This design comes from an exercise in tuning for small area, a short achievable clock period and few clock cycles per item on the open sky130 flow, not from production work.
No functional check of the RTL was part of any run shown here.

### design/flow/design.v
module arctan #
	(
		parameter integer C_S00_AXIS_TDATA_WIDTH	= 32,
		parameter integer C_M00_AXIS_TDATA_WIDTH	= 32,
    parameter integer ITERATIONS = 16
	)
	(
		input wire  s00_axis_aclk, s00_axis_aresetn,
		input wire  s00_axis_tlast, s00_axis_tvalid,
		input wire [C_S00_AXIS_TDATA_WIDTH-1 : 0] s00_axis_tdata,
		input wire [(C_S00_AXIS_TDATA_WIDTH/8)-1: 0] s00_axis_tstrb,
		output logic  s00_axis_tready,
		input wire  m00_axis_aclk, m00_axis_aresetn,
		input wire  m00_axis_tready,
		output logic  m00_axis_tvalid, m00_axis_tlast,
		output logic [C_M00_AXIS_TDATA_WIDTH-1 : 0] m00_axis_tdata,
		output logic [(C_M00_AXIS_TDATA_WIDTH/8)-1: 0] m00_axis_tstrb
	);
  logic ov;   
  wire adv = m00_axis_tready | ~ov;
  assign s00_axis_tready = adv;
  wire signed [15:0] x_in = s00_axis_tdata[15:0];
  wire signed [15:0] y_in = s00_axis_tdata[31:16];
  logic s0_v;
  logic [4:0] s0_side;
  logic signed [15:0] s0_x, s0_y;
  logic [1:0] s0_q;
  logic [0:0] s0_b;
  logic s1_v;
  logic [4:0] s1_side;
  logic signed [15:0] s1_x, s1_y;
  logic [1:0] s1_q;
  logic [1:0] s1_b;
  logic s2_v;
  logic [4:0] s2_side;
  logic signed [15:0] s2_x, s2_y;
  logic [1:0] s2_q;
  logic [2:0] s2_b;
  logic s3_v;
  logic [4:0] s3_side;
  logic signed [15:0] s3_x, s3_y;
  logic [1:0] s3_q;
  logic [3:0] s3_b;
  logic s4_v;
  logic [4:0] s4_side;
  logic signed [15:0] s4_x, s4_y;
  logic [1:0] s4_q;
  logic [4:0] s4_b;
  logic s5_v;
  logic [4:0] s5_side;
  logic signed [15:0] s5_x, s5_y;
  logic [1:0] s5_q;
  logic [5:0] s5_b;
  logic s6_v;
  logic [4:0] s6_side;
  logic signed [15:0] s6_x, s6_y;
  logic [1:0] s6_q;
  logic [6:0] s6_b;
  logic s7_v;
  logic [4:0] s7_side;
  logic signed [15:0] s7_x, s7_y;
  logic [1:0] s7_q;
  logic [7:0] s7_b;
  logic s8_v;
  logic [4:0] s8_side;
  logic signed [15:0] s8_x, s8_y;
  logic [1:0] s8_q;
  logic [8:0] s8_b;
  logic s9_v;
  logic [4:0] s9_side;
  logic signed [15:0] s9_x, s9_y;
  logic [1:0] s9_q;
  logic [9:0] s9_b;
  logic s10_v;
  logic [4:0] s10_side;
  logic signed [15:0] s10_x, s10_y;
  logic [1:0] s10_q;
  logic [10:0] s10_b;
  logic s11_v;
  logic [4:0] s11_side;
  logic signed [15:0] s11_x, s11_y;
  logic [1:0] s11_q;
  logic [11:0] s11_b;
  logic s12_v;
  logic [4:0] s12_side;
  logic signed [15:0] s12_x, s12_y;
  logic [1:0] s12_q;
  logic [12:0] s12_b;
  logic s13_v;
  logic [4:0] s13_side;
  logic signed [15:0] s13_x, s13_y;
  logic [3:0] s13_kpc;
  logic signed [18:0] s13_kk;
  logic [1:0] s13_q;
  logic [13:0] s13_b;
  logic s14_v;
  logic [4:0] s14_side;
  logic signed [18:0] s14_r;
  logic signed [4:0] s14_pc;
  logic [1:0] s14_bl;
  wire c0_neg = x_in[15];
  wire c0_yneg = y_in[15];
  logic signed [15:0] c0_xf, c0_yf;
  assign c0_xf = (x_in ^ {16{c0_neg}}) + 16'(c0_neg);
  assign c0_yf = (y_in ^ {16{c0_neg}}) + 16'(c0_neg);
  wire c0_dn0 = ~c0_yf[15];   
  logic [0:0] c0_b;
  assign c0_b = {c0_dn0};
  always_ff @(posedge s00_axis_aclk) begin
    if (s00_axis_aresetn == 1'b0) s0_v <= 1'b0;
    else if (adv) s0_v <= s00_axis_tvalid;
  end
  always_ff @(posedge s00_axis_aclk) begin
    if (adv) begin
      s0_x <= c0_xf;
      s0_y <= c0_yf;
      s0_q <= {c0_neg, c0_yneg};
      s0_b <= c0_b;
      s0_side <= {s00_axis_tlast, s00_axis_tstrb};
    end
  end
  wire c1_d0 = s0_b[0];   
  logic signed [15:0] c1_x1, c1_y1;
  logic signed [15:0] c1_x1_op;
  assign c1_x1_op = (s0_y >>> 0);
  logic [16:0] c1_x1_s;
  assign c1_x1_s = {s0_x, 1'b1} + {c1_x1_op ^ {16{s0_y[15]}}, s0_y[15]};
  assign c1_x1 = c1_x1_s[16:1];
  logic signed [15:0] c1_y1_op;
  assign c1_y1_op = (s0_x >>> 0);
  logic [16:0] c1_y1_s;
  assign c1_y1_s = {s0_y, 1'b1} + {c1_y1_op ^ {16{c1_d0}}, c1_d0};
  assign c1_y1 = c1_y1_s[16:1];
  wire c1_dn1 = ~c1_y1[15];   
  logic [1:0] c1_b;
  assign c1_b = {c1_dn1, s0_b};
  always_ff @(posedge s00_axis_aclk) begin
    if (s00_axis_aresetn == 1'b0) s1_v <= 1'b0;
    else if (adv) s1_v <= s0_v;
  end
  always_ff @(posedge s00_axis_aclk) begin
    if (adv) begin
      s1_x <= c1_x1;
      s1_y <= c1_y1;
      s1_q <= s0_q;
      s1_b <= c1_b;
      s1_side <= s0_side;
    end
  end
  wire c2_d1 = s1_b[1];   
  logic signed [15:0] c2_x2, c2_y2;
  logic signed [15:0] c2_x2_op;
  assign c2_x2_op = (s1_y >>> 1);
  logic [16:0] c2_x2_s;
  assign c2_x2_s = {s1_x, 1'b1} + {c2_x2_op ^ {16{s1_y[15]}}, s1_y[15]};
  assign c2_x2 = c2_x2_s[16:1];
  logic signed [15:0] c2_y2_op;
  assign c2_y2_op = (s1_x >>> 1);
  logic [16:0] c2_y2_s;
  assign c2_y2_s = {s1_y, 1'b1} + {c2_y2_op ^ {16{c2_d1}}, c2_d1};
  assign c2_y2 = c2_y2_s[16:1];
  wire c2_dn2 = ~c2_y2[15];   
  logic [2:0] c2_b;
  assign c2_b = {c2_dn2, s1_b};
  always_ff @(posedge s00_axis_aclk) begin
    if (s00_axis_aresetn == 1'b0) s2_v <= 1'b0;
    else if (adv) s2_v <= s1_v;
  end
  always_ff @(posedge s00_axis_aclk) begin
    if (adv) begin
      s2_x <= c2_x2;
      s2_y <= c2_y2;
      s2_q <= s1_q;
      s2_b <= c2_b;
      s2_side <= s1_side;
    end
  end
  wire c3_d2 = s2_b[2];   
  logic signed [15:0] c3_x3, c3_y3;
  logic signed [15:0] c3_x3_op;
  assign c3_x3_op = (s2_y >>> 2);
  logic [16:0] c3_x3_s;
  assign c3_x3_s = {s2_x, 1'b1} + {c3_x3_op ^ {16{s2_y[15]}}, s2_y[15]};
  assign c3_x3 = c3_x3_s[16:1];
  logic signed [15:0] c3_y3_op;
  assign c3_y3_op = (s2_x >>> 2);
  logic [16:0] c3_y3_s;
  assign c3_y3_s = {s2_y, 1'b1} + {c3_y3_op ^ {16{c3_d2}}, c3_d2};
  assign c3_y3 = c3_y3_s[16:1];
  wire c3_dn3 = ~c3_y3[15];   
  logic [3:0] c3_b;
  assign c3_b = {c3_dn3, s2_b};
  always_ff @(posedge s00_axis_aclk) begin
    if (s00_axis_aresetn == 1'b0) s3_v <= 1'b0;
    else if (adv) s3_v <= s2_v;
  end
  always_ff @(posedge s00_axis_aclk) begin
    if (adv) begin
      s3_x <= c3_x3;
      s3_y <= c3_y3;
      s3_q <= s2_q;
      s3_b <= c3_b;
      s3_side <= s2_side;
    end
  end
  wire c4_d3 = s3_b[3];   
  logic signed [15:0] c4_x4, c4_y4;
  logic signed [15:0] c4_x4_op;
  assign c4_x4_op = (s3_y >>> 3);
  logic [16:0] c4_x4_s;
  assign c4_x4_s = {s3_x, 1'b1} + {c4_x4_op ^ {16{s3_y[15]}}, s3_y[15]};
  assign c4_x4 = c4_x4_s[16:1];
  logic signed [15:0] c4_y4_op;
  assign c4_y4_op = (s3_x >>> 3);
  logic [16:0] c4_y4_s;
  assign c4_y4_s = {s3_y, 1'b1} + {c4_y4_op ^ {16{c4_d3}}, c4_d3};
  assign c4_y4 = c4_y4_s[16:1];
  wire c4_dn4 = ~c4_y4[15];   
  logic [4:0] c4_b;
  assign c4_b = {c4_dn4, s3_b};
  always_ff @(posedge s00_axis_aclk) begin
    if (s00_axis_aresetn == 1'b0) s4_v <= 1'b0;
    else if (adv) s4_v <= s3_v;
  end
  always_ff @(posedge s00_axis_aclk) begin
    if (adv) begin
      s4_x <= c4_x4;
      s4_y <= c4_y4;
      s4_q <= s3_q;
      s4_b <= c4_b;
      s4_side <= s3_side;
    end
  end
  wire c5_d4 = s4_b[4];   
  logic signed [15:0] c5_x5, c5_y5;
  logic signed [15:0] c5_x5_op;
  assign c5_x5_op = (s4_y >>> 4);
  logic [16:0] c5_x5_s;
  assign c5_x5_s = {s4_x, 1'b1} + {c5_x5_op ^ {16{s4_y[15]}}, s4_y[15]};
  assign c5_x5 = c5_x5_s[16:1];
  logic signed [15:0] c5_y5_op;
  assign c5_y5_op = (s4_x >>> 4);
  logic [16:0] c5_y5_s;
  assign c5_y5_s = {s4_y, 1'b1} + {c5_y5_op ^ {16{c5_d4}}, c5_d4};
  assign c5_y5 = c5_y5_s[16:1];
  wire c5_dn5 = ~c5_y5[15];   
  logic [5:0] c5_b;
  assign c5_b = {c5_dn5, s4_b};
  always_ff @(posedge s00_axis_aclk) begin
    if (s00_axis_aresetn == 1'b0) s5_v <= 1'b0;
    else if (adv) s5_v <= s4_v;
  end
  always_ff @(posedge s00_axis_aclk) begin
    if (adv) begin
      s5_x <= c5_x5;
      s5_y <= c5_y5;
      s5_q <= s4_q;
      s5_b <= c5_b;
      s5_side <= s4_side;
    end
  end
  wire c6_d5 = s5_b[5];   
  logic signed [15:0] c6_x6, c6_y6;
  logic signed [15:0] c6_x6_op;
  assign c6_x6_op = (s5_y >>> 5);
  logic [16:0] c6_x6_s;
  assign c6_x6_s = {s5_x, 1'b1} + {c6_x6_op ^ {16{s5_y[15]}}, s5_y[15]};
  assign c6_x6 = c6_x6_s[16:1];
  logic signed [15:0] c6_y6_op;
  assign c6_y6_op = (s5_x >>> 5);
  logic [16:0] c6_y6_s;
  assign c6_y6_s = {s5_y, 1'b1} + {c6_y6_op ^ {16{c6_d5}}, c6_d5};
  assign c6_y6 = c6_y6_s[16:1];
  wire c6_dn6 = ~c6_y6[15];   
  logic [6:0] c6_b;
  assign c6_b = {c6_dn6, s5_b};
  always_ff @(posedge s00_axis_aclk) begin
    if (s00_axis_aresetn == 1'b0) s6_v <= 1'b0;
    else if (adv) s6_v <= s5_v;
  end
  always_ff @(posedge s00_axis_aclk) begin
    if (adv) begin
      s6_x <= c6_x6;
      s6_y <= c6_y6;
      s6_q <= s5_q;
      s6_b <= c6_b;
      s6_side <= s5_side;
    end
  end
  wire c7_d6 = s6_b[6];   
  logic signed [15:0] c7_x7, c7_y7;
  logic signed [15:0] c7_x7_op;
  assign c7_x7_op = (s6_y >>> 6);
  logic [16:0] c7_x7_s;
  assign c7_x7_s = {s6_x, 1'b1} + {c7_x7_op ^ {16{s6_y[15]}}, s6_y[15]};
  assign c7_x7 = c7_x7_s[16:1];
  logic signed [15:0] c7_y7_op;
  assign c7_y7_op = (s6_x >>> 6);
  logic [16:0] c7_y7_s;
  assign c7_y7_s = {s6_y, 1'b1} + {c7_y7_op ^ {16{c7_d6}}, c7_d6};
  assign c7_y7 = c7_y7_s[16:1];
  wire c7_dn7 = ~c7_y7[15];   
  logic [7:0] c7_b;
  assign c7_b = {c7_dn7, s6_b};
  always_ff @(posedge s00_axis_aclk) begin
    if (s00_axis_aresetn == 1'b0) s7_v <= 1'b0;
    else if (adv) s7_v <= s6_v;
  end
  always_ff @(posedge s00_axis_aclk) begin
    if (adv) begin
      s7_x <= c7_x7;
      s7_y <= c7_y7;
      s7_q <= s6_q;
      s7_b <= c7_b;
      s7_side <= s6_side;
    end
  end
  wire c8_d7 = s7_b[7];   
  logic signed [15:0] c8_x8, c8_y8;
  logic signed [15:0] c8_x8_op;
  assign c8_x8_op = (s7_y >>> 7);
  logic [16:0] c8_x8_s;
  assign c8_x8_s = {s7_x, 1'b1} + {c8_x8_op ^ {16{s7_y[15]}}, s7_y[15]};
  assign c8_x8 = c8_x8_s[16:1];
  logic signed [15:0] c8_y8_op;
  assign c8_y8_op = (s7_x >>> 7);
  logic [16:0] c8_y8_s;
  assign c8_y8_s = {s7_y, 1'b1} + {c8_y8_op ^ {16{c8_d7}}, c8_d7};
  assign c8_y8 = c8_y8_s[16:1];
  wire c8_dn8 = ~c8_y8[15];   
  logic [8:0] c8_b;
  assign c8_b = {c8_dn8, s7_b};
  always_ff @(posedge s00_axis_aclk) begin
    if (s00_axis_aresetn == 1'b0) s8_v <= 1'b0;
    else if (adv) s8_v <= s7_v;
  end
  always_ff @(posedge s00_axis_aclk) begin
    if (adv) begin
      s8_x <= c8_x8;
      s8_y <= c8_y8;
      s8_q <= s7_q;
      s8_b <= c8_b;
      s8_side <= s7_side;
    end
  end
  wire c9_d8 = s8_b[8];   
  logic signed [15:0] c9_x9, c9_y9;
  logic signed [15:0] c9_x9_op;
  assign c9_x9_op = (s8_y >>> 8);
  logic [16:0] c9_x9_s;
  assign c9_x9_s = {s8_x, 1'b1} + {c9_x9_op ^ {16{s8_y[15]}}, s8_y[15]};
  assign c9_x9 = c9_x9_s[16:1];
  logic signed [15:0] c9_y9_op;
  assign c9_y9_op = (s8_x >>> 8);
  logic [16:0] c9_y9_s;
  assign c9_y9_s = {s8_y, 1'b1} + {c9_y9_op ^ {16{c9_d8}}, c9_d8};
  assign c9_y9 = c9_y9_s[16:1];
  wire c9_dn9 = ~c9_y9[15];   
  logic [9:0] c9_b;
  assign c9_b = {c9_dn9, s8_b};
  always_ff @(posedge s00_axis_aclk) begin
    if (s00_axis_aresetn == 1'b0) s9_v <= 1'b0;
    else if (adv) s9_v <= s8_v;
  end
  always_ff @(posedge s00_axis_aclk) begin
    if (adv) begin
      s9_x <= c9_x9;
      s9_y <= c9_y9;
      s9_q <= s8_q;
      s9_b <= c9_b;
      s9_side <= s8_side;
    end
  end
  wire c10_d9 = s9_b[9];   
  logic signed [15:0] c10_x10, c10_y10;
  logic signed [15:0] c10_x10_op;
  assign c10_x10_op = (s9_y >>> 9);
  logic [16:0] c10_x10_s;
  assign c10_x10_s = {s9_x, 1'b1} + {c10_x10_op ^ {16{s9_y[15]}}, s9_y[15]};
  assign c10_x10 = c10_x10_s[16:1];
  logic signed [15:0] c10_y10_op;
  assign c10_y10_op = (s9_x >>> 9);
  logic [16:0] c10_y10_s;
  assign c10_y10_s = {s9_y, 1'b1} + {c10_y10_op ^ {16{c10_d9}}, c10_d9};
  assign c10_y10 = c10_y10_s[16:1];
  wire c10_dn10 = ~c10_y10[15];   
  logic [10:0] c10_b;
  assign c10_b = {c10_dn10, s9_b};
  always_ff @(posedge s00_axis_aclk) begin
    if (s00_axis_aresetn == 1'b0) s10_v <= 1'b0;
    else if (adv) s10_v <= s9_v;
  end
  always_ff @(posedge s00_axis_aclk) begin
    if (adv) begin
      s10_x <= c10_x10;
      s10_y <= c10_y10;
      s10_q <= s9_q;
      s10_b <= c10_b;
      s10_side <= s9_side;
    end
  end
  wire c11_d10 = s10_b[10];   
  logic signed [15:0] c11_x11, c11_y11;
  logic signed [15:0] c11_x11_op;
  assign c11_x11_op = (s10_y >>> 10);
  logic [16:0] c11_x11_s;
  assign c11_x11_s = {s10_x, 1'b1} + {c11_x11_op ^ {16{s10_y[15]}}, s10_y[15]};
  assign c11_x11 = c11_x11_s[16:1];
  logic signed [15:0] c11_y11_op;
  assign c11_y11_op = (s10_x >>> 10);
  logic [16:0] c11_y11_s;
  assign c11_y11_s = {s10_y, 1'b1} + {c11_y11_op ^ {16{c11_d10}}, c11_d10};
  assign c11_y11 = c11_y11_s[16:1];
  wire c11_dn11 = ~c11_y11[15];   
  logic [11:0] c11_b;
  assign c11_b = {c11_dn11, s10_b};
  always_ff @(posedge s00_axis_aclk) begin
    if (s00_axis_aresetn == 1'b0) s11_v <= 1'b0;
    else if (adv) s11_v <= s10_v;
  end
  always_ff @(posedge s00_axis_aclk) begin
    if (adv) begin
      s11_x <= c11_x11;
      s11_y <= c11_y11;
      s11_q <= s10_q;
      s11_b <= c11_b;
      s11_side <= s10_side;
    end
  end
  wire c12_d11 = s11_b[11];   
  logic signed [15:0] c12_x12, c12_y12;
  logic signed [15:0] c12_x12_op;
  assign c12_x12_op = (s11_y >>> 11);
  logic [16:0] c12_x12_s;
  assign c12_x12_s = {s11_x, 1'b1} + {c12_x12_op ^ {16{s11_y[15]}}, s11_y[15]};
  assign c12_x12 = c12_x12_s[16:1];
  logic signed [15:0] c12_y12_op;
  assign c12_y12_op = (s11_x >>> 11);
  logic [16:0] c12_y12_s;
  assign c12_y12_s = {s11_y, 1'b1} + {c12_y12_op ^ {16{c12_d11}}, c12_d11};
  assign c12_y12 = c12_y12_s[16:1];
  wire c12_dn12 = ~c12_y12[15];   
  logic [12:0] c12_b;
  assign c12_b = {c12_dn12, s11_b};
  always_ff @(posedge s00_axis_aclk) begin
    if (s00_axis_aresetn == 1'b0) s12_v <= 1'b0;
    else if (adv) s12_v <= s11_v;
  end
  always_ff @(posedge s00_axis_aclk) begin
    if (adv) begin
      s12_x <= c12_x12;
      s12_y <= c12_y12;
      s12_q <= s11_q;
      s12_b <= c12_b;
      s12_side <= s11_side;
    end
  end
  wire c13_d12 = s12_b[12];   
  logic signed [15:0] c13_x13, c13_y13;
  logic signed [15:0] c13_x13_op;
  assign c13_x13_op = (s12_y >>> 12);
  logic [16:0] c13_x13_s;
  assign c13_x13_s = {s12_x, 1'b1} + {c13_x13_op ^ {16{s12_y[15]}}, s12_y[15]};
  assign c13_x13 = c13_x13_s[16:1];
  logic signed [15:0] c13_y13_op;
  assign c13_y13_op = (s12_x >>> 12);
  logic [16:0] c13_y13_s;
  assign c13_y13_s = {s12_y, 1'b1} + {c13_y13_op ^ {16{c13_d12}}, c13_d12};
  assign c13_y13 = c13_y13_s[16:1];
  logic signed [18:0] c13_k, c13_kc;
  logic [18:0] c13_kt;
  assign c13_kc = s12_q[1] ? (s12_q[0] ? -19'sd160052 : 19'sd45834) : -19'sd57109;
  assign c13_kt = (s12_b[4] ? (s12_b[3] ? (s12_b[2] ? (s12_b[1] ? (s12_b[0] ? 19'd110146 : 19'd58676) : (s12_b[0] ? 19'd79762 : 19'd28292)) : (s12_b[1] ? (s12_b[0] ? 19'd94092 : 19'd42622) : (s12_b[0] ? 19'd63708 : 19'd12238))) : (s12_b[2] ? (s12_b[1] ? (s12_b[0] ? 19'd101998 : 19'd50528) : (s12_b[0] ? 19'd71614 : 19'd20144)) : (s12_b[1] ? (s12_b[0] ? 19'd85944 : 19'd34474) : (s12_b[0] ? 19'd55560 : 19'd4090)))) : (s12_b[3] ? (s12_b[2] ? (s12_b[1] ? (s12_b[0] ? 19'd106056 : 19'd54586) : (s12_b[0] ? 19'd75672 : 19'd24202)) : (s12_b[1] ? (s12_b[0] ? 19'd90002 : 19'd38532) : (s12_b[0] ? 19'd59618 : 19'd8148))) : (s12_b[2] ? (s12_b[1] ? (s12_b[0] ? 19'd97908 : 19'd46438) : (s12_b[0] ? 19'd67524 : 19'd16054)) : (s12_b[1] ? (s12_b[0] ? 19'd81854 : 19'd30384) : (s12_b[0] ? 19'd51470 : 19'd0)))));
  assign c13_k = c13_kc + c13_kt;
  logic [3:0] c13_pc;   
  assign c13_pc = 4'(s12_b[5]) + 4'(s12_b[6]) + 4'(s12_b[7]) + 4'(s12_b[8]) + 4'(s12_b[9]) + 4'(s12_b[10]) + 4'(s12_b[11]) + 4'(s12_b[12]);
  wire c13_dn13 = ~c13_y13[15];   
  logic [13:0] c13_b;
  assign c13_b = {c13_dn13, s12_b};
  always_ff @(posedge s00_axis_aclk) begin
    if (s00_axis_aresetn == 1'b0) s13_v <= 1'b0;
    else if (adv) s13_v <= s12_v;
  end
  always_ff @(posedge s00_axis_aclk) begin
    if (adv) begin
      s13_x <= c13_x13;
      s13_y <= c13_y13;
      s13_kpc <= c13_pc;
      s13_kk <= c13_k;
      s13_q <= s12_q;
      s13_b <= c13_b;
      s13_side <= s12_side;
    end
  end
  wire c14_d13 = s13_b[13];   
  logic signed [15:0] c14_y14;
  logic signed [15:0] c14_y14_op;
  assign c14_y14_op = (s13_x >>> 13);
  logic [16:0] c14_y14_s;
  assign c14_y14_s = {s13_y, 1'b1} + {c14_y14_op ^ {16{c14_d13}}, c14_d13};
  assign c14_y14 = c14_y14_s[16:1];
  wire c14_d14 = ~c14_y14[15];   
  logic signed [18:0] c14_k;
  assign c14_k = s13_kk;
  logic [18:0] c14_bv;
  assign c14_bv = {1'b0, 1'b0, 1'b0, 1'b0, 1'b0, 1'b0, 1'b0, s13_b[5], s13_b[6], s13_b[7], s13_b[8], s13_b[9], s13_b[10], s13_b[11], s13_b[12], 1'b0, 1'b0, 1'b0, 1'b0};
  logic signed [18:0] c14_r;
  logic [8:0] c14_lo;
  assign c14_lo = {1'b0, c14_k[11:4]} + {1'b0, c14_bv[11:4]};
  logic [6:0] c14_h0, c14_h1;
  assign c14_h0 = c14_k[18:12];
  assign c14_h1 = c14_k[18:12] + 7'd1;
  assign c14_r = {c14_lo[8] ? c14_h1 : c14_h0, c14_lo[7:0], c14_k[3:0]};
  logic [3:0] c14_pc;
  assign c14_pc = s13_kpc;
  logic signed [4:0] c14_t;
  assign c14_t = {3'b000, s13_b[13], s13_b[13]} - {1'b0, c14_pc};
  logic [14:0] c14_b;
  assign c14_b = {c14_d14, s13_b};
  always_ff @(posedge s00_axis_aclk) begin
    if (s00_axis_aresetn == 1'b0) s14_v <= 1'b0;
    else if (adv) s14_v <= s13_v;
  end
  always_ff @(posedge s00_axis_aclk) begin
    if (adv) begin
      s14_r <= c14_r;
      s14_pc <= c14_t;
      s14_bl <= c14_b[14:13];
      s14_side <= s13_side;
    end
  end
  logic signed [18:0] c15_ph;
  logic [18:0] c15_su;
  assign c15_su = {s14_r[18:1], 1'b1} + {18'(s14_pc), s14_bl[1]};
  assign c15_ph = {c15_su[18:1], s14_r[0]};
  logic signed [18:0] o_ph;
  logic [4:0] o_side;
  always_ff @(posedge s00_axis_aclk) begin
    if (s00_axis_aresetn == 1'b0) ov <= 1'b0;
    else if (adv) ov <= s14_v;
  end
  always_ff @(posedge s00_axis_aclk) begin
    if (adv) begin
      o_ph <= c15_ph;
      o_side <= s14_side;
    end
  end
  assign m00_axis_tvalid = ov;
  assign m00_axis_tdata = {{(C_M00_AXIS_TDATA_WIDTH-19){o_ph[18]}}, o_ph};
  assign m00_axis_tlast = o_side[4];
  assign m00_axis_tstrb = o_side[3:0];
endmodule
### design/flow/run.sh
#!/bin/bash
# synth_recipe.tcl (not shown) runs the flow's synth.tcl, then flattens the netlist and writes it again
# the make line also repeats each setting of config.mk as NAME=value (left out here)
make -C /OpenROAD-flow-scripts/flow DESIGN_CONFIG=/design/flow/config.mk WORK_HOME=/design/flow/orfs CLKGATE_MAP_FILE= SYNTH_SCRIPT=/design/flow/synth_recipe.tcl finish
### design/flow/config.mk
export PLATFORM = sky130hd
export DESIGN_NAME = arctan
export DESIGN_NICKNAME = arctan
export VERILOG_FILES = /design/flow/design.v
export SDC_FILE = /design/flow/constraint.sdc
export NUM_CORES = 4
export LEC_CHECK = 0
export ABC_AREA = 1
export CAP_MARGIN = 20
export CORE_MARGIN = 2
export CORE_UTILIZATION = 40
export SETUP_SLACK_MARGIN = 2.3
export SLEW_MARGIN = 20
### design/flow/constraint.sdc
create_clock -name core_clock -period 5.0 [get_ports {s00_axis_aclk}]
set_input_delay 1.0000 -clock core_clock [delete_from_list [all_inputs] [get_ports {s00_axis_aclk}]]
set_output_delay 1.0000 -clock core_clock [all_outputs]
set_load 0.01 [all_outputs]
==> impl.org, run 1 <==
** Synthesis
- Counting flops with an async set or reset pin after synthesis yields a share of 0%.
- For this run, the register share of the synthesized area comes to 47.5%.
- In the synthesized netlist, the number of instances is 4593.
- Avg Inst Size Synth :: 9.90 um2
- The mapped netlist covers 45500 um2.
- Post-synth top area cell :: sky130_fd_sc_hd__edfxtp_1
- Of the post-synthesis cell area, the part taken by muxes is 0.0688%.
- By area, the combinational part of the netlist is dominated by simple AND/OR/NAND/NOR gates.
- In this run, synthesis inferred 708 flip-flops with an integrated enable.
- Post-synth top cells :: sky130_fd_sc_hd__nand2_1, sky130_fd_sc_hd__edfxtp_1, sky130_fd_sc_hd__xor2_1, sky130_fd_sc_hd__inv_1, sky130_fd_sc_hd__ha_1
- Synth area leaders :: sky130_fd_sc_hd__edfxtp_1, sky130_fd_sc_hd__xor2_1, sky130_fd_sc_hd__ha_1
- Count of state elements after synthesis :: 724
- For this run, the number of Yosys warnings is 1.
- Counting distinct cell types in the post-synthesis netlist gives 64.
- Post-synth top flop :: sky130_fd_sc_hd__edfxtp_1
- Share of the synthesized area in compound gates (AO/OA/AOI/OAI) :: 8.69%
- Summing the areas of all and, or, nand and nor instances in the mapped netlist gives 14.3% of the synthesized area.
- Among all cell types in the netlist, the one instantiated most often is sky130_fd_sc_hd__nand2_1.
- After Yosys synthesis, XOR and XNOR cells account for 13.8% of the synthesized area.
- Area share of fa/ha/maj cells after synthesis :: 11.1%
- Area share of the largest cell type after synthesis :: 46.8%
- Synthesis produced a netlist with a net count of 5034.

** Detailed routing
- For this block, the initial DRC count from the detailed router was 1984.
- For this run, the detailed router's first-pass iteration total came to 6.
- Top routing layer used :: met4
- Via count :: 31.3k
- Residual antenna-violating net count after detailed routing :: 0
- Routed wire length on met3 :: 3.54 mm
- Total length of routed wires :: 94.7 mm
- Drt via density :: 4.90
- Routed metal-1 wirelength :: 43.2 mm
- Met2 layer wire length in the routed design :: 45.1 mm
- In the final routed layout, each cell accounts on average for 14.8 um.
- Post-route DRC violation count :: 0

** Cells and area
- Cells with a size suffix above 1 make up 8.89% of the layout.
- For this run, the post-layout net count is 5271.
- 0 antenna diodes ended up in the layout.
- Final Util :: 46.7%
- Counting the fill cells in the layout gives 10.5k.
- Relative to the synthesized area, the layout overhead comes to 15.6%.
- Biggest regs :: o_ph: 19 flops, s13_kk: 19 flops, s14_r: 19 flops

** STA
- In the finished design, the share of the clock period the worst path needs comes to 60.8%.
- Sum of negative setup slack :: 0 ns
- Final Hold Viols :: 0
- The worst path needs 3.04 ns of the cycle, external delays included.
- Setup repair after global routing could not meet its margin everywhere.
- For the pin with the worst max-slew slack, the measured transition is 1.03 ns.
- Derived from the worst setup path, the maximum achievable clock frequency is 329 MHz.
- Setup violations remaining at the end of the flow were counted as 0.
- Final-report max-slew violation count :: 0
- The worst pin sits at a relative slew slack of 31.7%.
- For the final database, setup skew stands at 0.0347 ns.
- In the post-route analysis, the smallest setup slack over all paths is 1.96 ns.

** Floorplan
- For this configuration, the core starts out at a cell density of 40.4%.
- The region available for standard cell placement spans 113000 um2.
- Die Area :: 116000 um2
- During I/O placement, the number of pins put on the boundary was 82.
- Measured along the x axis, the die boundary spans 341 um.
- The initialized floorplan defines 123 standard-cell rows.
- The floorplan step set the die height to 341 um.

** Clock tree
- The H-tree generated during clock tree synthesis spans 3 levels.
- Clock tree root buffer cell :: sky130_fd_sc_hd__clkbuf_16
- Num CTS Buffers :: 84
- Clock Sink Count :: 724
- Clock-pin slew was measured on the worst setup and hold paths at 0.06 ns.
- Number of buffers on the longest clock path :: 3
- Skew-Pair Late Insertion Delay :: 0.67 ns
- Clock tree from TritonCTS :: built

** Setup path
- STA classifies the critical path endpoint as an output pin.
- At the worst endpoint, the required time is 4.00 ns.
- Data arrives at the worst endpoint at 2.04 ns.
- The critical path is of the in -> out type.
- For this run, the slowest stage of the critical path takes 0.44 ns.
- Crit path launch type :: input port
- Number of buffers and inverters on the critical path :: 3
- Family with the most delay on the worst path :: buffers and inverters
- Slowest stage cell on the critical path :: sky130_fd_sc_hd__clkdlybuf4s50_1
- Along the worst path, the maximum fanout reaches 12.
- Traced cell by cell, the critical path runs through clkdlybuf4s50_1 -> nor2_4 -> inv_12 -> clkdlybuf4s15_1.

** Placed design
- Setup slack after placement :: 1.45 ns
- Placed wire-length estimate after detailed placement :: 70.1 mm
- The congestion estimate from routability-driven global placement came to 0.873.
- I/O Buffers :: 79

** Global routing
- Largest net degree at the start of global routing :: 197
- The first global-routing pass estimated 152 mm of wire.
- Initial antenna violation count :: 0
- The number of global-route vias before repair was 30.0k.
- Overflow left after global routing :: 0
- For this run, the total global-route usage over all layers was measured as 16.0%.

** Flow run
- Across the run, the number of max-cap violations was 0.

** Outcome
- Result of the run :: complete, no violations

** Min path
- The min-delay analysis places its worst path in the category reg -> reg.
==> metal layers <==
layer | up-vias | track usage (%)
met3 | 157 | 2.15
met2 | 481 | 27.1
li1 | 16256 | -
met4 | 0 | 5.70
met1 | 14401 | 20.9
met5 | - | 0
==> final cells by class <==
type	count	area, um2	share of cell area [%]
Timing Repair inverter	1	8.76	0.0167
Clock inverter	50	541	1.03
Clock buffer	99	2190	4.16
Tap cell	1500	1880	3.57
Timing Repair Buffer	219	2100	3.99
Inverter	451	1720	3.27
Sequential cell	724	21600	41.0
Multi-Input combinational cell	3349	22600	42.9
==> cell usage in the layout, fill, tap and decap left out, types with 45 or more instances in the layout <==
cell type	count
sky130_fd_sc_hd__ha_1	373
sky130_fd_sc_hd__clkdlybuf4s50_1	63
sky130_fd_sc_hd__xnor2_1	121
sky130_fd_sc_hd__a21o_1	45
sky130_fd_sc_hd__inv_1	432
sky130_fd_sc_hd__a21oi_1	308
sky130_fd_sc_hd__clkbuf_16	85
sky130_fd_sc_hd__o21ai_0	149
sky130_fd_sc_hd__nand2_1	910
sky130_fd_sc_hd__nor2_1	247
sky130_fd_sc_hd__edfxtp_1	708
sky130_fd_sc_hd__nand3_1	223
sky130_fd_sc_hd__buf_4	111
sky130_fd_sc_hd__xor2_1	565
==> worst paths after layout <==
| kind | start | endpoint | slack [ns] | cells past startpoint |
|---|---|---|---|---|
| worst max-delay path | m00_axis_tready | s00_axis_tready | 1.96 | 4 |
| worst min-delay path | s10_b[3] | s11_b[3] | 0.40 | 0 |
| worst max register to register | s12_b[8] | s13_kpc[1] | 2.02 | 9 |
| worst min register to register | s10_b[3] | s11_b[3] | 0.40 | 0 |
==> stage by stage <==
step | hold WS [ns] | area (um2) | instances
3_5_place_dp | 0.405 | 47800 | 6111
6_report | 0.399 | 52600 | 6393
3_3_place_gp | 0.400 | 47800 | 6111
2_1_floorplan | 0.400 | 45500 | 4593
5_1_grt | 0.400 | 52600 | 6393
4_1_cts | 0.401 | 51400 | 6332
==> worst reg2reg max path, stage by stage (launching register included) <==
cell                       delay, ns
sky130_fd_sc_hd__edfxtp_1       0.41
sky130_fd_sc_hd__fa_1           0.55
sky130_fd_sc_hd__inv_1          0.05
sky130_fd_sc_hd__fa_1           0.49
sky130_fd_sc_hd__fa_1           0.41
sky130_fd_sc_hd__inv_1          0.07
sky130_fd_sc_hd__ha_2           0.18
sky130_fd_sc_hd__inv_2          0.04
sky130_fd_sc_hd__fa_2           0.50
sky130_fd_sc_hd__inv_1          0.03
==> logic make-up after synthesis <==
kind of cell / count (synthesis)
simple gates: 1550
flops: 724
xor+xnor: 704
compound gates: 694
buf+inv: 520
fa+ha+maj: 398
mux: 3
==> what timing repair did <==
item | 4_1_cts | 5_1_grt
pin swaps | 13 | 68
hold buffers | 0 | 0
gates cloned | 1 | 0
buffers inserted | 71 | 61
resized for setup | 51 | 164
endpoints found under the setup margin | 170 | 97
==> run 2, diff against run 1 <==
--- a/design/flow/design.v
+++ b/design/flow/design.v
@@ -89,7 +89,6 @@
   logic s13_v;
   logic [4:0] s13_side;
   logic signed [15:0] s13_x, s13_y;
-  logic [3:0] s13_kpc;
   logic signed [18:0] s13_kk;
   logic [1:0] s13_q;
   logic [13:0] s13_b;
@@ -472,8 +471,6 @@
   assign c13_kc = s12_q[1] ? (s12_q[0] ? -19'sd160052 : 19'sd45834) : -19'sd57109;
   assign c13_kt = (s12_b[4] ? (s12_b[3] ? (s12_b[2] ? (s12_b[1] ? (s12_b[0] ? 19'd110146 : 19'd58676) : (s12_b[0] ? 19'd79762 : 19'd28292)) : (s12_b[1] ? (s12_b[0] ? 19'd94092 : 19'd42622) : (s12_b[0] ? 19'd63708 : 19'd12238))) : (s12_b[2] ? (s12_b[1] ? (s12_b[0] ? 19'd101998 : 19'd50528) : (s12_b[0] ? 19'd71614 : 19'd20144)) : (s12_b[1] ? (s12_b[0] ? 19'd85944 : 19'd34474) : (s12_b[0] ? 19'd55560 : 19'd4090)))) : (s12_b[3] ? (s12_b[2] ? (s12_b[1] ? (s12_b[0] ? 19'd106056 : 19'd54586) : (s12_b[0] ? 19'd75672 : 19'd24202)) : (s12_b[1] ? (s12_b[0] ? 19'd90002 : 19'd38532) : (s12_b[0] ? 19'd59618 : 19'd8148))) : (s12_b[2] ? (s12_b[1] ? (s12_b[0] ? 19'd97908 : 19'd46438) : (s12_b[0] ? 19'd67524 : 19'd16054)) : (s12_b[1] ? (s12_b[0] ? 19'd81854 : 19'd30384) : (s12_b[0] ? 19'd51470 : 19'd0)))));
   assign c13_k = c13_kc + c13_kt;
-  logic [3:0] c13_pc;   
-  assign c13_pc = 4'(s12_b[5]) + 4'(s12_b[6]) + 4'(s12_b[7]) + 4'(s12_b[8]) + 4'(s12_b[9]) + 4'(s12_b[10]) + 4'(s12_b[11]) + 4'(s12_b[12]);
   wire c13_dn13 = ~c13_y13[15];   
   logic [13:0] c13_b;
   assign c13_b = {c13_dn13, s12_b};
@@ -485,7 +482,6 @@
     if (adv) begin
       s13_x <= c13_x13;
       s13_y <= c13_y13;
-      s13_kpc <= c13_pc;
       s13_kk <= c13_k;
       s13_q <= s12_q;
       s13_b <= c13_b;
@@ -511,8 +507,22 @@
   assign c14_h0 = c14_k[18:12];
   assign c14_h1 = c14_k[18:12] + 7'd1;
   assign c14_r = {c14_lo[8] ? c14_h1 : c14_h0, c14_lo[7:0], c14_k[3:0]};
+  logic [1:0] c14_pc1_0;
+  assign c14_pc1_0 = {1'b0, s13_b[5]} + {1'b0, s13_b[6]};
+  logic [1:0] c14_pc1_1;
+  assign c14_pc1_1 = {1'b0, s13_b[7]} + {1'b0, s13_b[8]};
+  logic [1:0] c14_pc1_2;
+  assign c14_pc1_2 = {1'b0, s13_b[9]} + {1'b0, s13_b[10]};
+  logic [1:0] c14_pc1_3;
+  assign c14_pc1_3 = {1'b0, s13_b[11]} + {1'b0, s13_b[12]};
+  logic [2:0] c14_pc2_4;
+  assign c14_pc2_4 = {1'b0, c14_pc1_0} + {1'b0, c14_pc1_1};
+  logic [2:0] c14_pc2_5;
+  assign c14_pc2_5 = {1'b0, c14_pc1_2} + {1'b0, c14_pc1_3};
+  logic [3:0] c14_pc3_6;
+  assign c14_pc3_6 = {1'b0, c14_pc2_4} + {1'b0, c14_pc2_5};
   logic [3:0] c14_pc;
-  assign c14_pc = s13_kpc;
+  assign c14_pc = 4'(c14_pc3_6);
   logic signed [4:0] c14_t;
   assign c14_t = {3'b000, s13_b[13], s13_b[13]} - {1'b0, c14_pc};
   logic [14:0] c14_b;
==> run 2 against run 1 <==
Synthesized cell count is 0.67% lower. Sequential share of layout area is essentially flat. Hold slack better by 0.011 ns. Routed wire length up 0.48%. Final cell count shrank 0.33%. Critical path type is now reg -> reg. Flip-flop and latch count shrank 5. Core utilization is 0.22 points lower. Via count is 0.41% lower. Area after synthesis down 0.46%.
==> impl.org, run 2 <==
** STA
- Post-route minimum period :: 2.73 ns (-0.311 ns)
- The final setup violation count was 0 (unchanged).
- The slew at the pin closest to its max-slew limit came to 0.940 ns (-0.0852 ns).
- Unrepaired setup endpoints after global routing :: yes
- The fmax was 366 MHz (+11%).
- The sum of negative setup slack is 0 ns (unchanged).
- The worst setup slack after layout was 2.27 ns (+0.311 ns).
- Final-report max-slew violation count :: 0 (unchanged)
- Final Hold Viols :: 0 (unchanged)
- Layout Skew :: 0.0509 ns (+0.0162 ns)
- Tightest slew margin relative to the limit :: 37.3% (+5.7 points)
- Post-route fraction of the period consumed by the critical path :: 54.6% (-6.2 points)

** Min path
- Startpoint of the worst hold path :: s12_b[11]
- Worst hold path stage count :: 0 (unchanged)
- Worst-case hold path end point :: s13_b[11]
- In this run the worst hold path is classified as reg -> reg.

** Cells and area
- Commonest cells after routing, fill and taps aside :: sky130_fd_sc_hd__nand2_1, sky130_fd_sc_hd__edfxtp_1, sky130_fd_sc_hd__xor2_1
- The number of nets in the finished design was 5240 (-0.59%).
- The share of layout cells above drive strength 1 is 7.80% (-1.1 points).
- Biggest regs :: o_ph: 19 flops, s13_kk: 19 flops, s14_r: 19 flops
- Count of placed standard cells in the final layout, fillers left out :: 6372 (-0.33%)
- Compared with the post-synthesis result, the final layout area differs by 15.3%.
- Antenna diode instance count :: 0 (unchanged)
- Leaving out fill and tap cells, the most frequent cell in the layout is sky130_fd_sc_hd__nand2_1.
- Final Util :: 46.5% (-0.22 points)

** Detailed routing
- WL per Instance :: 14.9 um (+0.81%)
- Number of design-rule violations left by the first detailed-router iteration :: 1559 (-21%)
- Total length of routed wires :: 95.2 mm (+0.48%)
- The post-route antenna net violation count came to 0 (unchanged).
- Drt via density :: 4.89 (about the same)
- Post-route DRC violation count :: 0 (unchanged)
- Pre-antenna DRT Iters :: 7 (+1)
- Via count :: 31.2k (-0.41%)

** Synthesis
- Simple-Gate Fraction of Synth Area :: 14.2% (-0.084 points)
- Portion of netlist area occupied by mux cells :: 0% (-0.069 points)
- The area fraction in compound gates after synthesis came to 8.86% (+0.18 points).
- Avg Inst Size Synth :: 9.92 um2 (+0.22%)
- Post-synthesis share of cell area spent on xor and xnor gates :: 14.1% (+0.37 points)
- Main combinational cell family by area after synthesis :: simple AND/OR/NAND/NOR gates
- The Yosys warning count was 1 (unchanged).
- The adder-cell share of the synthesized area was 11.1% (+0.040 points).
- Async set-reset flop share out of synthesis :: 0% (unchanged)
- Synth area leaders :: sky130_fd_sc_hd__edfxtp_1, sky130_fd_sc_hd__xor2_1, sky130_fd_sc_hd__ha_1
- The post-synthesis register bit count was 719 (-0.69%).
- Count leader, synth :: sky130_fd_sc_hd__nand2_1
- The number of enable flip-flop cells after synthesis is 703 (-0.71%).
- Post-synth top cells :: sky130_fd_sc_hd__nand2_1, sky130_fd_sc_hd__edfxtp_1, sky130_fd_sc_hd__xor2_1, sky130_fd_sc_hd__inv_1, sky130_fd_sc_hd__ha_1
- Area share of the largest cell type after synthesis :: 46.6% (-0.12 points)
- Post-synth top area cell :: sky130_fd_sc_hd__edfxtp_1
- In the synthesized netlist the dominant register cell turns out to be sky130_fd_sc_hd__edfxtp_1.
- The combined area of all synthesized cells is 45300 um2 (-0.46%).
- The synthesized net count was 5002 (-0.64%).
- The number of distinct library cells after synthesis was 56 (-13%).
- The sequential element share of the synthesized area is 47.3% (-0.11 points).
- Gate Count Post-Synth :: 4562 (-0.67%)

** Clock tree
- Num CTS Buffers :: 85 (+1.2%)
- Clock Sink Count :: 719 (-0.69%)
- Clock tree root buffer cell :: sky130_fd_sc_hd__clkbuf_16
- TritonCTS built the clock tree.
- Clock transition at the registers of the reported paths :: 0.06 ns (about the same)
- Number of buffers on the longest clock path :: 3 (unchanged)
- H-tree Lvls :: 3 (unchanged)
- The clock latency at the later pin of the worst-skew pair was 0.67 ns (about the same).

** Flow run
- Max-cap violation count :: 0 (unchanged)

** Global routing
- The number of antenna violations at the first check in global routing is 0 (unchanged).
- The overall global routing resource usage came to 16.2% (+0.23 points).
- The sum of overflow across all layers after global routing came to 0 (unchanged).
- Global-route wire length before repair :: 153 mm (+0.89%)
- The number of global-route vias before repair is 30.2k (+0.89%).
- The largest net degree at the start of global routing came to 127 (-36%).

** Placed design
- The total of buffers placed on input and output ports was 79 (unchanged).
- Placed cells :: 6081 (-0.49%)
- Routability-driven placement congestion ratio :: 0.894 (+2.4%)
- The post-placement worst setup slack is 1.16 ns (-0.294 ns).
- Placed wire-length estimate after detailed placement :: 70.1 mm (about the same)

** Floorplan
- The height of the die came to 340 um (-0.23%).
- Floorplan row count :: 123 (unchanged)
- Boundary pin count :: 82 (unchanged)
- X dimension of the die :: 340 um (-0.23%)
- Initial cell density of the core :: 40.3% (-0.074 points)
- The die area came to 116000 um2 (-0.45%).
- Floorplan core area :: 112000 um2 (-0.27%)

** Setup path
- The slack of the worst reg-to-reg path is 2.27 ns (+0.25 ns).
- The path depth of the worst reg2reg path was 7 (-2).
- Crit path kind :: reg -> reg
- Endpoint of the most critical register-to-register path :: s14_pc[2]
- The largest fanout on the critical path came to 2 (-10).
- The data arrival time of the worst path was 3.13 ns (+1.09 ns).
- Crit path launch type :: flip-flop
- Source of the worst register-to-register timing path :: s13_b[13]
- The required time at the endpoint of the critical path is 5.40 ns (+1.40 ns).
- Kind of capture point of the worst setup path :: flip-flop

** Outcome
- The run finished with no timing, DRC or antenna violations.
==> run 2: cell types whose count changed in the layout (fill, tap and decap cells not counted), sizes merged, moves of 7 or more <==
cell    change
a221oi     -13
a211oi     -20
nor2        -8
inv        -41
nand2      -29
nand3      +32
xor2       -13
or2         +7
xnor2      +23
a21oi      +42
nor3       -12
clkbuf      +9
nand4       +9
nor4       -13
==> run 2: worst max-delay path, stage by stage (launching register included) <==
cell                       delay [ns]
sky130_fd_sc_hd__edfxtp_1        0.47
sky130_fd_sc_hd__fa_2            0.38
sky130_fd_sc_hd__fa_1            0.46
sky130_fd_sc_hd__fa_1            0.50
sky130_fd_sc_hd__ha_1            0.14
sky130_fd_sc_hd__inv_1           0.04
sky130_fd_sc_hd__fa_1            0.47
sky130_fd_sc_hd__inv_1           0.04
==> run 2: cell families (layout without fill, tap and decap cells) <==
logic type / count (synthesis) / after routing
adders and majority gates: 397 / 397
buffers and inverters: 479 / 789
AOI/OAI and AO/OA: 718 / 718
and+or+nand+nor: 1535 / 1535
DFF: 719 / 719
xor gates and xnor gates: 714 / 714
==> run 2: layout make-up <==
cell class	instances	area, um2
tap	1500	1880
inverter	411	1570
sequential	719	21400
clock inverter	53	563
multi-input combinational	3364	22300
fill	10450	60200
timing repair buffer	218	2190
timing repair inverter	1	8.76
clock buffer	106	2260
==> run 2: worst max path at each step <==
stage / startpoint / to / slack (ns)
floorplan: m00_axis_tready / s00_axis_tready / 1.08
global placement: m00_axis_tready / s00_axis_tready / 1.16
detailed placement: m00_axis_tready / s00_axis_tready / 1.16
CTS: m00_axis_tready / s00_axis_tready / 1.98
global route: s13_b[6] / s14_pc[2] / 2.18
finish: s13_b[13] / s14_pc[2] / 2.27
==> run 2: what timing repair did <==
action,in CTS,in global routing
pin swaps,2,26
cloned,2,2
hold buffers,0,0
endpoints found under the setup margin,564,389
setup buffers,59,69
gates resized for setup,49,89
==> run 2: per-layer routing <==
layer	vias up	global-route usage [%]	routed length, um
met3	155	2.25	3180
met4	0	5.66	2960
met5	-	0	0
li1	16175	-	-
met2	446	28.7	46900
met1	14390	20.2	42100
==> run 2: through the flow <==
step / hold WS [ns] / area [um2]
3_5_place_dp: 0.405 / 47600
2_1_floorplan: 0.400 / 45300
4_1_cts: 0.411 / 51200
6_report: 0.410 / 52200
5_1_grt: 0.420 / 52200
3_3_place_gp: 0.400 / 47600
==> run 3, diff against run 2 <==
--- a/design/flow/design.v
+++ b/design/flow/design.v
@@ -89,6 +89,7 @@
   logic s13_v;
   logic [4:0] s13_side;
   logic signed [15:0] s13_x, s13_y;
+  logic [3:0] s13_kpc;
   logic signed [18:0] s13_kk;
   logic [1:0] s13_q;
   logic [13:0] s13_b;
@@ -471,6 +472,22 @@
   assign c13_kc = s12_q[1] ? (s12_q[0] ? -19'sd160052 : 19'sd45834) : -19'sd57109;
   assign c13_kt = (s12_b[4] ? (s12_b[3] ? (s12_b[2] ? (s12_b[1] ? (s12_b[0] ? 19'd110146 : 19'd58676) : (s12_b[0] ? 19'd79762 : 19'd28292)) : (s12_b[1] ? (s12_b[0] ? 19'd94092 : 19'd42622) : (s12_b[0] ? 19'd63708 : 19'd12238))) : (s12_b[2] ? (s12_b[1] ? (s12_b[0] ? 19'd101998 : 19'd50528) : (s12_b[0] ? 19'd71614 : 19'd20144)) : (s12_b[1] ? (s12_b[0] ? 19'd85944 : 19'd34474) : (s12_b[0] ? 19'd55560 : 19'd4090)))) : (s12_b[3] ? (s12_b[2] ? (s12_b[1] ? (s12_b[0] ? 19'd106056 : 19'd54586) : (s12_b[0] ? 19'd75672 : 19'd24202)) : (s12_b[1] ? (s12_b[0] ? 19'd90002 : 19'd38532) : (s12_b[0] ? 19'd59618 : 19'd8148))) : (s12_b[2] ? (s12_b[1] ? (s12_b[0] ? 19'd97908 : 19'd46438) : (s12_b[0] ? 19'd67524 : 19'd16054)) : (s12_b[1] ? (s12_b[0] ? 19'd81854 : 19'd30384) : (s12_b[0] ? 19'd51470 : 19'd0)))));
   assign c13_k = c13_kc + c13_kt;
+  logic [1:0] c13_pc1_0;
+  assign c13_pc1_0 = {1'b0, s12_b[5]} + {1'b0, s12_b[6]};
+  logic [1:0] c13_pc1_1;
+  assign c13_pc1_1 = {1'b0, s12_b[7]} + {1'b0, s12_b[8]};
+  logic [1:0] c13_pc1_2;
+  assign c13_pc1_2 = {1'b0, s12_b[9]} + {1'b0, s12_b[10]};
+  logic [1:0] c13_pc1_3;
+  assign c13_pc1_3 = {1'b0, s12_b[11]} + {1'b0, s12_b[12]};
+  logic [2:0] c13_pc2_4;
+  assign c13_pc2_4 = {1'b0, c13_pc1_0} + {1'b0, c13_pc1_1};
+  logic [2:0] c13_pc2_5;
+  assign c13_pc2_5 = {1'b0, c13_pc1_2} + {1'b0, c13_pc1_3};
+  logic [3:0] c13_pc3_6;
+  assign c13_pc3_6 = {1'b0, c13_pc2_4} + {1'b0, c13_pc2_5};
+  logic [3:0] c13_pc;
+  assign c13_pc = 4'(c13_pc3_6);
   wire c13_dn13 = ~c13_y13[15];   
   logic [13:0] c13_b;
   assign c13_b = {c13_dn13, s12_b};
@@ -482,6 +499,7 @@
     if (adv) begin
       s13_x <= c13_x13;
       s13_y <= c13_y13;
+      s13_kpc <= c13_pc;
       s13_kk <= c13_k;
       s13_q <= s12_q;
       s13_b <= c13_b;
@@ -507,22 +525,8 @@
   assign c14_h0 = c14_k[18:12];
   assign c14_h1 = c14_k[18:12] + 7'd1;
   assign c14_r = {c14_lo[8] ? c14_h1 : c14_h0, c14_lo[7:0], c14_k[3:0]};
-  logic [1:0] c14_pc1_0;
-  assign c14_pc1_0 = {1'b0, s13_b[5]} + {1'b0, s13_b[6]};
-  logic [1:0] c14_pc1_1;
-  assign c14_pc1_1 = {1'b0, s13_b[7]} + {1'b0, s13_b[8]};
-  logic [1:0] c14_pc1_2;
-  assign c14_pc1_2 = {1'b0, s13_b[9]} + {1'b0, s13_b[10]};
-  logic [1:0] c14_pc1_3;
-  assign c14_pc1_3 = {1'b0, s13_b[11]} + {1'b0, s13_b[12]};
-  logic [2:0] c14_pc2_4;
-  assign c14_pc2_4 = {1'b0, c14_pc1_0} + {1'b0, c14_pc1_1};
-  logic [2:0] c14_pc2_5;
-  assign c14_pc2_5 = {1'b0, c14_pc1_2} + {1'b0, c14_pc1_3};
-  logic [3:0] c14_pc3_6;
-  assign c14_pc3_6 = {1'b0, c14_pc2_4} + {1'b0, c14_pc2_5};
   logic [3:0] c14_pc;
-  assign c14_pc = 4'(c14_pc3_6);
+  assign c14_pc = s13_kpc;
   logic signed [4:0] c14_t;
   assign c14_t = {3'b000, s13_b[13], s13_b[13]} - {1'b0, c14_pc};
   logic [14:0] c14_b;
==> run 3 against run 2 <==
Still clean. Register-to-register slack got worse by 0.24 ns. First-iteration DRC count grew 14%. Flip-flop and latch count is 5 higher. Critical path type unchanged. Highest routed layer unchanged.
==> impl.org, run 3 <==
** Synthesis
- Count leader, synth :: sky130_fd_sc_hd__nand2_1
- Count of state elements after synthesis :: 724 (+0.70%)
- The synthesized net count was 4800 (-4.0%).
- Number of enable-type register cells in the synthesized netlist :: 708 (+0.71%)
- The proportion of netlist area held by the largest area contributor was 47.8% (+1.2 points).
- The combined area of all synthesized cells is 44400 um2 (-1.8%).
- In the synthesized netlist the dominant register cell turns out to be sky130_fd_sc_hd__edfxtp_1.
- In the post-synthesis netlist, the biggest area contributors are sky130_fd_sc_hd__edfxtp_1, sky130_fd_sc_hd__xor2_1, sky130_fd_sc_hd__ha_1.
- Summed over all instances, the cell type with the most area after synthesis is sky130_fd_sc_hd__edfxtp_1.
- Count of yosys warnings during synthesis :: 1 (unchanged)
- Gate Count Post-Synth :: 4359 (-4.4%)
- The commonest cells after synthesis are sky130_fd_sc_hd__nand2_1, sky130_fd_sc_hd__edfxtp_1, sky130_fd_sc_hd__xor2_1, sky130_fd_sc_hd__inv_1, sky130_fd_sc_hd__ha_1.
- Avg Inst Size Synth :: 10.2 um2 (+2.8%)
- Number of unique standard cell types used by synthesis :: 54 (-3.6%)
- The sequential element share of the synthesized area came to 48.6% (+1.2 points).
- Async set-reset flop share out of synthesis :: 0% (unchanged)

** STA
- Post-route minimum period :: 2.97 ns (+0.237 ns)
- Tightest slew margin relative to the limit :: 29.8% (-7.5 points)
- Transition time at the pin with the least slew margin :: 1.05 ns (+0.112 ns)
- The sum of negative setup slack was 0 ns (unchanged).
- Final Hold Viols :: 0 (unchanged)
- The hold slack was 0.396 ns (-0.0141 ns).
- The final setup skew came to 0.0444 ns (-0.00649 ns).
- The final setup violation count is 0 (unchanged).
- Final-report max-slew violation count :: 0 (unchanged)
- Peak Freq :: 337 MHz (-8.0%)
- Post-route fraction of the period consumed by the critical path :: 59.4% (+4.7 points)
- Unrepaired setup endpoints after global routing :: yes

** Detailed routing
- The number of iterations in the first detailed-routing pass came to 5 (-2).
- WL per Instance :: 14.7 um (-1.8%)
- The post-route antenna net violation count was 0 (unchanged).
- The via count of the routed design came to 29.7k (-4.5%).
- The average via count per standard cell was 4.84 (-1.1%).
- Number of design-rule violations left by the first detailed-router iteration :: 1781 (+14%)
- Total length of routed wires :: 90.2 mm (-5.2%)
- Post-route DRC violation count :: 0 (unchanged)

** Setup path
- STA classifies the critical path startpoint as a flip-flop.
- Reg2Reg Setup Slack :: 2.03 ns (-0.24 ns)
- Crit path kind :: reg -> reg
- The largest fanout on the critical path is 2 (unchanged).
- STA classifies the critical path endpoint as a flip-flop.
- The required time at the endpoint of the critical path came to 5.40 ns (about the same).
- The data arrival time of the worst path came to 3.37 ns (+0.24 ns).
- The path depth of the worst reg2reg path was 9 (+2).

** Clock tree
- Number of buffers inserted for hold repair after clock tree synthesis :: 0 (unchanged)
- TritonCTS built the clock tree.
- H-tree Lvls :: 3 (unchanged)
- Skew-Pair Late Insertion Delay :: 0.67 ns (about the same)
- Num CTS Buffers :: 82 (-3.5%)
- Clock transition at the registers of the reported paths :: 0.06 ns (about the same)
- Clock tree root buffer cell :: sky130_fd_sc_hd__clkbuf_16
- The worst-case clock buffer depth is 3 (unchanged).
- Clock Sink Count :: 724 (+0.70%)

** Outcome
- The flow ran to the end and the layout has no timing, DRC or antenna violations.

** Placed design
- The total of buffers placed on input and output ports is 79 (unchanged).
- The HPWL reported at the end of detailed placement was 66.4 mm (-5.4%).
- The final weighted congestion in routability-driven placement was 0.853 (-4.6%).

** Floorplan
- Die Area :: 114000 um2 (-1.8%)
- The area inside the core boundary is 110000 um2 (-1.8%).
- The height of the die came to 337 um (-0.90%).
- The number of primary I/O pins is 82 (unchanged).
- X dimension of the die :: 337 um (-0.90%)
- The effective utilization at floorplan is 40.3% (about the same).
- The number of rows in the core area is 122 (-0.81%).

** Cells and area
- Biggest regs :: o_ph: 19 flops, s13_kk: 19 flops, s14_r: 19 flops
- In the layout the commonest cells are sky130_fd_sc_hd__nand2_1, sky130_fd_sc_hd__edfxtp_1, sky130_fd_sc_hd__xor2_1.
- The number of nets in the finished design is 5041 (-3.8%).
- The area growth from synthesis to layout is 15.4%.
- Final-layout fill cell count :: 10.2k (-2.0%)
- Leaving out fill and tap cells, the most frequent cell in the layout is sky130_fd_sc_hd__nand2_1.
- Final Util :: 46.5% (about the same)
- Antenna diode instance count :: 0 (unchanged)
- Fraction of layout cells with a size suffix above 1 :: 8.65% (+0.85 points)

** Global routing
- Global-route total usage across every layer :: 15.7% (-0.49 points)
- Vias in the first global route :: 28.6k (-5.4%)
- Initial antenna violation count :: 0 (unchanged)
- The largest net degree at the start of global routing came to 159 (+25%).
- The sum of overflow across all layers after global routing was 0 (unchanged).
- The wire length of the first global-routing pass came to 146 mm (-4.9%).

** Flow run
- The count of maximum capacitance violations is 0 (unchanged).

** Min path
- The tightest min-delay check is of the reg -> reg type.
- The worst hold path depth was 0 (unchanged).
run 3: path summary, 6_finish.rpt:
check | end | start
hold reg to reg | s8_b[6] | s7_b[6]
setup reg to reg | s13_kpc[1] | s12_b[8]
setup / recovery | s13_kpc[1] | s12_b[8]
hold / removal | s8_b[6] | s7_b[6]
run 3: final cells by class:
type | count | area (um2) | share of cell area [%]
repair inverters | 1 | 6.26 | 0.0122
multi-input cells | 3161 | 21600 | 42.1
clock inverters | 55 | 557 | 1.09
well taps | 1488 | 1860 | 3.63
inverters | 406 | 1550 | 3.01
clock buffers | 89 | 2090 | 4.07
flip-flops and latches | 724 | 21600 | 42.1
repair buffers | 224 | 2050 | 3.99
run 3: worst max-delay path, stage by stage (launching register included):
cell                       delay (ns)
sky130_fd_sc_hd__edfxtp_1        0.42
sky130_fd_sc_hd__fa_1            0.54
sky130_fd_sc_hd__inv_1           0.05
sky130_fd_sc_hd__fa_1            0.49
sky130_fd_sc_hd__fa_1            0.43
sky130_fd_sc_hd__inv_2           0.08
sky130_fd_sc_hd__ha_4            0.12
sky130_fd_sc_hd__inv_2           0.03
sky130_fd_sc_hd__fa_2            0.51
sky130_fd_sc_hd__inv_1           0.03
run 3: repair_timing:
item,4_1_cts,5_1_grt
cloned,1,0
resized for setup,65,133
setup buffers,82,48
endpoints found under the hold margin,0,0
setup endpoints to repair,457,323
pin swaps,12,43
run 3: cell families (layout without fill, tap and decap cells):
logic type | Yosys count | in the layout | synth area share, %
XOR/XNOR | 732 | 732 | 14.5
adder cells (fa/ha/maj) | 398 | 398 | 11.3
buffers and inverters | 474 | 775 | 4.31
AO/OA/AOI/OAI | 685 | 685 | 8.78
AND/OR/NAND/NOR | 1343 | 1343 | 12.4
flip-flops | 724 | 724 | 48.6
multiplexers | 3 | 3 | 0.0704
run 3: metrics by stage:
| step | std cells | instance area, um2 | worst slack [ns] |
|---|---|---|---|
| 2_1_floorplan | 4359 | 44500 | 1.07 |
| 3_3_place_gp | 5873 | 46900 | 1.30 |
| 3_5_place_dp | 5873 | 46900 | 1.26 |
| 4_1_cts | 6100 | 50500 | 1.94 |
| 5_1_grt | 6148 | 51300 | 1.94 |
| 6_report | 6148 | 51300 | 2.03 |
run 3: layer usage:
layer	share of wire, %	wire length (um)	up-vias	track usage, %
li1	-	-	15511	-
met1	47	42800	13752	21.1
met2	47	42700	346	26.4
met3	2.9	2650	140	2.27
met4	2.3	2110	0	4.62
met5	0	0	-	0

-- static timing again, ports no longer ideal --
In the flow no input, the clock included, has a driving cell. The finished layouts below were timed again as built, in two steps.
Step 1: set_driving_cell puts a clkbuf_16 on s00_axis_aclk and a buf_2 on each other input, an assumption about the parent block.
Step 2 adds t to the input delays and takes it off the output delays; t is the mean of the earliest and latest rising clock arrival at the registers after step 1. Input paths then give back, and output paths get back, about the clock's delay inside the block.
a / b / c = ideal / step 1 / step 2; a / b = the first two.
| run | shift t [ns] | setup slack, ns | worst data-port slew with drivers (ns) |
|---|---|---|---|
| run 1 | 0.720 | 1.959 / 1.938 / 1.840 | 0.03 |
| run 2 | 0.716 | 2.269 / 2.269 / 1.926 | 0.03 |
| run 3 | 0.707 | 2.032 / 2.032 / 1.793 | 0.03 |
After both steps every run listed still meets setup and hold. For run 2, which loses most, drivers alone change the setup slack by 0.000 ns; drivers and shift together by -0.343 ns.
